This design comes from an exercise in tuning for small area, a short achievable clock period and few clock cycles on the open sky130 flow, not from production work.
In this exercise RTL edits were held to simulation tests only and were not proved equivalent to the original.
Power and IR drop assume default switching activity.

<file path="config.mk">
export PLATFORM = sky130hd
export DESIGN_NAME = main
export DESIGN_NICKNAME = main
export VERILOG_FILES = /design/flow/design.v
export SDC_FILE = /design/flow/constraint.sdc
export NUM_CORES = 4
export LEC_CHECK = 0
export CAP_MARGIN = 20
export CORE_MARGIN = 2
export CORE_UTILIZATION = 25
export PLACE_DENSITY = 0.35
export SLEW_MARGIN = 20
</file>
<file path="constraint.sdc">
create_clock -name core_clock -period 10.0 [get_ports {clk}]
set_input_delay 2.0000 -clock core_clock [delete_from_list [all_inputs] [get_ports {clk}]]
set_output_delay 2.0000 -clock core_clock [all_outputs]
set_load 0.01 [all_outputs]
</file>
<file path="design.v">
`timescale 1ns / 1ps
module ALU(input [63:0] A, B,input [3:0] op,output reg [63:0] result);
    always@(*) begin
        case(op)
            4'b0000 : result = A + B;
            4'b0001 : result = A - B;
            4'b0010 : result = A & B;
            4'b0011 : result = A | B;
            4'b0100 : result = A ^ B;
            4'b0101 : result = A << B[5:0];
            4'b0110 : result = A >> B[5:0];
            4'b0111 : result = $signed(A) >>> B[5:0];
            4'b1000 : result = (A==B) ? 64'd1 : 64'd0;
            4'b1001 : result = (A!=B) ? 64'd1 : 64'd0;
            4'b1010 : result = ($signed(A)<$signed(B)) ? 64'd1 : 64'd0;
            4'b1011 : result = ($signed(A)>=$signed(B)) ? 64'd1 : 64'd0;
            default : result = 64'd0;
        endcase
    end
endmodule
`timescale 1ns / 1ps
module REG_FILE(input clk,input [4:0] RA1, RA2, WA,input [63:0] WD,input W_EN,output [63:0] RD1,RD2);
    reg [63:0] reg_array [31:1];
    assign RD1 = (RA1 == 5'b0) ? 64'b0 : reg_array[RA1];
    assign RD2 = (RA2 == 5'b0) ? 64'b0 : reg_array[RA2];
    always@(posedge clk) begin
        if(W_EN==1 && WA != 5'b0)
            reg_array[WA] <= WD;
    end
endmodule
`timescale 1ns / 1ps
module PC(input clk,input rst,input en,input [1:0] pcsel,input [63:0] branch,immed,output reg [63:0] pc,output [63:0] pc_4);
    reg [63:0] pc2;
    assign pc_4 = pc + 64'd4;
    always@(*) begin
        case(pcsel)
            2'b01: pc2 = branch[0] ? pc + immed : pc_4;    
            2'b10: pc2 = branch & ~64'd1;                  
            2'b11: pc2 = pc + immed;                       
            default: pc2 = pc_4;
        endcase
    end
    always@(posedge clk) begin
        if (rst)
            pc <= 64'd0;
        else if (en)
            pc <= pc2;
    end
endmodule
`timescale 1ns / 1ps
module DECODER(input [31:0] inst,output [4:0] rs2,rd,output reg [4:0] rs1,output reg [63:0] immediate,output reg [3:0] AluFunc,output reg bsel,mwr,werf,typ,output reg [1:0] wdsel, pcsel);
    wire [6:0] opcode,func7;
    wire [5:0] func6;
    wire [2:0] func3;
    assign rs2 = inst[24:20];
    assign rd = inst[11:7];
    assign opcode = inst[6:0];
    assign func3 = inst[14:12];
    assign func7 = inst[31:25];
    assign func6 = inst[31:26];
    always@(*) begin
        AluFunc = 4'b0000;
        immediate = {{52{inst[31]}},inst[31:20]};
        bsel = 0;
        wdsel = 2'b0;
        mwr = 0;
        werf = 0;
        pcsel = 2'b00;
        typ = 1;
        rs1 = inst[19:15];
        case(opcode)
            7'b0110011 : begin      
                    if(func3 == 3'b000)begin
                        if(func7==7'b0100000)
                            AluFunc = 4'b0001;       
                        else
                            AluFunc = 4'b0000;       
                    end
                    else if(func3 == 3'b111)         
                        AluFunc = 4'b0010;
                    else if(func3 == 3'b110)         
                        AluFunc = 4'b0011;
                    else if(func3 == 3'b100)         
                        AluFunc = 4'b0100;
                    bsel=0;
                    werf=1;
            end
            7'b0010011 : begin      
                    if(func3 == 3'b100)              
                        AluFunc = 4'b0100;
                    else if(func3 == 3'b001)begin    
                        AluFunc = 4'b0101;
                        immediate = {58'b0,inst[25:20]};
                    end
                    else if(func3 == 3'b101)begin
                        if(func6 == 6'b010000)
                            AluFunc = 4'b0111;       
                        else
                            AluFunc = 4'b0110;       
                        immediate = {58'b0,inst[25:20]};
                    end
                    else
                        AluFunc = 4'b0000;           
                    bsel = 1;
                    werf=1;
            end
            7'b0000011 : begin      
                    typ = (func3 != 3'b010);        
                    bsel = 1;
                    wdsel = 2'b01;
                    werf=1;
            end
            7'b0100011 : begin      
                    immediate = {{52{inst[31]}},inst[31:25],inst[11:7]};
                    bsel=1;
                    mwr = 1;
            end
            7'b1100011 : begin      
                    if (func3 == 3'b001)             
                        AluFunc = 4'b1001;
                    else if (func3 == 3'b100)        
                        AluFunc = 4'b1010;
                    else if (func3 == 3'b101)        
                        AluFunc = 4'b1011;
                    else                             
                        AluFunc = 4'b1000;
                    immediate = {{52{inst[31]}},inst[7],inst[30:25],inst[11:8],1'b0};
                    bsel=0;
                    pcsel = 2'b01;
            end
            7'b1100111 : begin      
                    wdsel = 2'b10;
                    bsel=1;
                    werf=1;
                    pcsel = 2'b10;
            end
            7'b1101111 : begin      
                    immediate = {{44{inst[31]}},inst[19:12],inst[20],inst[30:21],1'b0};
                    wdsel = 2'b10;
                    bsel=1;
                    werf=1;
                    pcsel = 2'b11;
                    rs1 = 5'b0;
            end
            default : ;
        endcase
    end
endmodule
`timescale 1ns / 1ps
module main(
    input clk,
    input rst,
    output [63:0] imem_addr,
    input  [31:0] imem_rdata,
    output        dmem_we,
    output [63:0] dmem_addr,
    output [63:0] dmem_wdata,
    input  [63:0] dmem_rdata,
    output        wb_en,
    output [4:0]  wb_rd,
    output [63:0] wb_data
);
    wire [63:0] A,B,immed,pc_out,pc4,res;
    wire [4:0] rs1,rs2,rd;
    wire [3:0] func;
    wire en,imm,mwr,ty;
    wire [1:0] wdsel,pcsel;
    reg [2:0] phase;
    reg [31:0] fetch;
    reg [63:0] val1,val2,out_val,to_mem,b1;
    reg [3:0] op;
    wire [31:0] word = to_mem[2] ? dmem_rdata[63:32] : dmem_rdata[31:0];
    wire [63:0] mem_out = (ty==1'b1) ? dmem_rdata : {{32{word[31]}},word};
    always@(posedge clk) begin
        if (rst)
            phase <= 3'd0;
        else
            phase <= (phase == 3'd4) ? 3'd0 : phase + 3'd1;
    end
    always@(posedge clk) begin
        if (phase == 3'd0)
            fetch <= imem_rdata;
        if (phase == 3'd1) begin
            op <= func;
            val1 <= A;
            val2 <= (imm==0)?B:immed;
            b1 <= B;
        end
        if (rst)
            to_mem <= 64'd0;
        else if (phase == 3'd2)
            to_mem <= res;
        if (phase == 3'd3)
            out_val <= (wdsel==2'b01)? mem_out : ( (wdsel==2'b00)?to_mem : pc4 );
    end
    assign imem_addr = pc_out;
    assign dmem_we = mwr & (phase == 3'd3);
    assign dmem_addr = to_mem;
    assign dmem_wdata = b1;
    assign wb_en = en & (phase == 3'd4);
    assign wb_rd = rd;
    assign wb_data = out_val;
    PC PC(.clk(clk),.rst(rst),.en(phase == 3'd4),.pcsel(pcsel),.branch(to_mem),.immed(immed),.pc(pc_out),.pc_4(pc4));
    DECODER control(.inst(fetch),.rs1(rs1),.rs2(rs2),.rd(rd),.AluFunc(func),.bsel(imm),.immediate(immed),.wdsel(wdsel),.mwr(mwr),.werf(en),.pcsel(pcsel),.typ(ty) );
    REG_FILE rf(.clk(clk),.RA1(rs1),.RA2(rs2),.WA(rd),.WD(out_val),.W_EN(wb_en),.RD1(A),.RD2(B));
    ALU alu32(.A(val1),.B(val2),.op(op),.result(res));
endmodule
</file>
<file path="run.sh">
#!/bin/bash
# synth_recipe.tcl (not shown) runs the flow's synth.tcl, then flattens the netlist and writes it again
# the make line also repeats each setting of config.mk as NAME=value (left out here)
make -C /OpenROAD-flow-scripts/flow DESIGN_CONFIG=/design/flow/config.mk WORK_HOME=/design/flow/orfs CLKGATE_MAP_FILE= SYNTH_SCRIPT=/design/flow/synth_recipe.tcl finish
</file>
==> summary.txt <==
-- cell families (layout without fill, tap and decap cells) --
logic type               count (synthesis)  count (layout)
other                                    0             193
flip-flops                            2412            2412
multiplexers                          1298            1298
AO/OA/AOI/OAI                         2969            2969
XOR/XNOR                               134             134
adder cells (fa/ha/maj)                272             272
AND/OR/NAND/NOR                       2678            2678
buffers and inverters                 1138            1605
-- synth_stat cells (76+ instances only) --
cell type,number
nor2b_1,90
a21oi_1,831
buf_1,147
xnor2_1,79
o22ai_1,240
clkbuf_1,640
a21o_1,104
dfxtp_1,136
o221ai_1,445
a31oi_1,104
o21ai_0,361
nor2_1,727
mux4_2,677
nor3_1,97
a311oi_1,139
mux2_2,76
mux2i_1,544
a211oi_1,144
edfxtp_1,2276
buf_2,103
inv_1,214
nand3_1,357
nand2_1,1102
ha_1,269
-- worst paths after layout --
| path | end | cells past startpoint | startpoint |
|---|---|---|---|
| min | phase[0] | 1 | phase[0] |
| min reg2reg | phase[0] | 1 | phase[0] |
| max | PC.pc[58] | 20 | fetch[4] |
| max reg2reg | PC.pc[58] | 20 | fetch[4] |
-- power groups by stage --
stage	sequential, mW	clock [mW]	combinational (mW)
6_report	11.8	11.2	11.6
5_1_grt	11.8	11.7	12.0
4_1_cts	11.8	11.4	11.4
3_5_place_dp	12.0	0	11.4
3_3_place_gp	12.0	0	11.4
2_1_floorplan	11.8	0	6.06
-- state kept, by name, indices dropped and copies added (netlist names), named ones only --
register      cells
phase             3
op                4
to_mem           64
val2             64
PC.pc            64
rf.reg_array   1984
val1             64
out_val          64
fetch            32
b1               64
-- through the flow --
| step | setup WS, ns | total power [mW] | hold slack (ns) | cell area (µm²) | utilization (%) |
|---|---|---|---|---|---|
| global route | 3.29 | 35.5 | 0.534 | 157000 | 29.5 |
| detailed placement | 3.73 | 23.4 | 0.504 | 147000 | 27.6 |
| global placement | 3.53 | 23.4 | 0.493 | 147000 | 27.6 |
| CTS | 3.68 | 34.6 | 0.514 | 157000 | 29.5 |
| floorplan | 0.0854 | 17.9 | 0.463 | 134000 | - |
| finish | 3.67 | 34.6 | 0.512 | 158000 | 29.6 |
-- critical path: cells and delay by family, from the launching register on --
family | cells | cell delay [ns]
multiplexers | 1 | 0.14
buffers and inverters | 1 | 0.58
AO/OA/AOI/OAI | 9 | 2.41
adder cells (fa/ha/maj) | 1 | 0.51
flip-flops | 1 | 0.45
AND/OR/NAND/NOR | 8 | 2.08
-- layer usage --
metal / wire, µm / GRT usage [%]
met5: 178 / 0
met4: 44200 / 13.6
met3: 57500 / 5.20
met2: 336000 / 41.6
met1: 317000 / 35.8
-- area by class of cell --
cell class / instances / area [µm²]
well taps: 7020 / 8780
diodes: 193 / 483
flip-flops and latches: 2412 / 71100
repair buffers: 826 / 7820
multi-input cells: 7351 / 58700
clock inverters: 157 / 1470
fillers: 54100 / 375000
inverters: 227 / 863
clock buffers: 395 / 8280
==> results.rst <==
.. list-table::
   :header-rows: 1

   * - Metric
     - Value
   * - Outcome
     - timing/DRC/antenna clean
   * - Mapped Cells
     - 10900
   * - Std cell rows
     - between 200 and 300
   * - Top-area cell type share of the netlist area
     - between 50% and 60%
   * - Core outline area
     - ~530000 µm²
   * - Net switching power
     - roughly 13 mW
   * - Synthesis warning total
     - 5
   * - Cell Chain, Critical Path
     - nand2b_1, nor3_2, buf_4, and2_0, nor2_2, a22oi_1, nor2_1, a21oi_1, o21ai_0, ha_1, a21oi_1, o21a_1, o32ai_1, or3_1, a211oi_1, nor2_1, a311o_1, mux2i_1, a221oi_1, nor2_1
   * - Worst Setup Start Kind
     - flop
   * - 1st-iter DRT viols
     - about 14000
   * - Number of design rule violations left after detail routing
     - 0
   * - Achievable frequency
     - around 0.16 GHz
   * - Drt wl/cell
     - just over 40 µm
   * - Register share of total power
     - roughly a third
   * - Share of total power in the clock network
     - between 30% and 40%
   * - Register area share after synthesis
     - between 50 and 60%
   * - Number of I/O port buffers
     - 360
   * - Boundary pin count
     - between 300 and 400
   * - Crit path max-delay cell type
     - and2_0
   * - Antenna violation net count after detailed routing
     - 0
   * - Pin count of the biggest net entering global routing
     - ~130
   * - HPWL after DPL
     - just over 500000 µm
   * - Post-CTS Repair Setup Buffers
     - 0
   * - Clock root buffer
     - clkbuf_16
   * - First-pass GRT wire length
     - roughly 1000000 µm
   * - Transition time at the pin with the least slew margin
     - about 1.4 ns
   * - Required time of the critical path
     - 10.84 ns
   * - Critical setup path kind
     - flop to flop
   * - Height of the die
     - between 700 and 800 µm
   * - Net switching share of the total power
     - around two fifths
   * - Length of the first detailed-routing pass in iterations
     - 7
   * - Dominant combinational cell family by area after synthesis
     - multiplexers
   * - Compound-gate portion of the synthesized area
     - ~15%
   * - Number of max-cap violations
     - 0
   * - Minimum clock period after layout
     - ~6.3 ns
   * - Post-synthesis simple-gate area fraction
     - 8.81%
   * - IR drop worst, VDD
     - between 100 and 150 µV
   * - Final global-route overflow total
     - 0
   * - Count of different cell masters after synthesis
     - 109
   * - Slew HR
     - 3.77%
   * - Min-delay worst type
     - flop to flop
   * - Mean Syn Cell Area
     - roughly 12 µm²
   * - Final setup viols
     - 0
   * - Leakage power
     - between 50 and 60 nW
   * - Clock sink count
     - about 2400
   * - Setup total negative slack
     - 0 ns
   * - GR Util All Layers
     - between 20% and 30%
   * - Number of cells upsized or downsized after cts
     - 0
   * - Synth area leader
     - edfxtp_1
   * - Pint
     - approximately 21 mW
   * - Finished Layout Cells
     - 18600
   * - Number of clock buffers inserted by TritonCTS
     - roughly 300
   * - Last weighted congestion value of the routability-driven placer
     - ~0.99
   * - Maximum buffer depth of the clock tree
     - 4
   * - Critical-path maximum fanout
     - about 50
   * - Initial antenna violation count
     - slightly below 100
   * - CTS HTree Levels
     - 5
   * - Vias after detailed routing
     - between 100k and 150k
   * - EDFF count, synth
     - roughly 2300
   * - Worst setup EP type
     - flop
   * - Worst clock skew
     - 0.0849 ns
   * - Highest-count cells in the layout ignoring fill and taps
     - edfxtp_1, nand2_1, a21oi_1
   * - Number of buffers inserted for hold repair after clock tree synthesis
     - 0
   * - Setup slack, reg-to-reg
     - 3.67 ns
   * - Total placed cells including tap cells
     - between 15000 and 20000
   * - Starting density of the core
     - around 25%
   * - CP peak stage delay
     - about 0.7 ns
   * - Die footprint
     - 541000 µm²
   * - CTS tree
     - built
   * - Clock transition time at the flip-flop clock pins of the worst setup and hold paths
     - approximately 0.06 ns
   * - Clock latency reported for the late side of the worst-skew pair
     - approximately 0.99 ns
   * - Final Cycle Share
     - between 60% and 70%
   * - Number of global-route vias before repair
     - about 100k
   * - Syn_nets
     - ~11000
   * - Synth Flop Type
     - edfxtp_1
   * - Synth top area cells
     - edfxtp_1, mux4_2, mux2i_1, a21oi_1, nand2_1
   * - Most common cell after layout, fill and taps aside
     - edfxtp_1
   * - Share of layout cells above drive strength 1
     - about 16%
   * - Most used cell along the critical path
     - nor2_1
   * - Xor/xnor cell area share of the yosys netlist
     - less than 1%
   * - Signed area change from the synthesized netlist to the final layout
     - 17.8%
   * - Number of hold violations in the final report
     - 0
   * - Number of storage elements in the synthesis netlist
     - ~2400
   * - Data arrival at the endpoint of the critical path
     - roughly 7.2 ns
   * - Number of pins with negative max-slew slack in the final report
     - 0
   * - Wirelength, routed
     - 755000 µm
   * - P per Cell Area
     - about 220 nW/µm²
   * - Width of the die
     - approximately 740 µm
   * - Combinational Power Share
     - roughly a third
   * - Cell Area, Synth
     - ~130000 µm²
   * - Mux share of post-synthesis cell area
     - between 10% and 20%
   * - Via density
     - about 5.8
   * - Unrepaired setup endpoints after global routing
     - false
   * - Share of synthesized cell area in full adder, half adder and majority cells
     - 2.56%
   * - Number of nets at the end of the flow
     - 11500
   * - Async SR Flop Fraction
     - 0%
Testbench counts, summed over its fixed seeds: cycles 150,150.

afterwards: timing with drivers on the ports:
No port has a modelled driver above. Below, the same layout with a new extraction and two added sets of constraints.
Step 1, drivers: a clkbuf_16 drives clk and a buf_2 each remaining input, both assumed.
Step 2 adds t to the input delays and takes it off the output delays; t is the mean of the earliest and latest rising clock arrival at the registers after step 1. Input paths then give back, and output paths get back, about the clock's delay inside the block.
a / b / c = ideal / step 1 / step 2; a / b = the first two.
t, ns: 1.078
setup slack, ns: 3.669 / 3.669 / 3.669
worst data-port slew with drivers (ns): 0.21
After both steps this run still meets setup and hold. For this run, drivers alone change the setup slack by 0.000 ns; drivers and shift together by 0.000 ns.
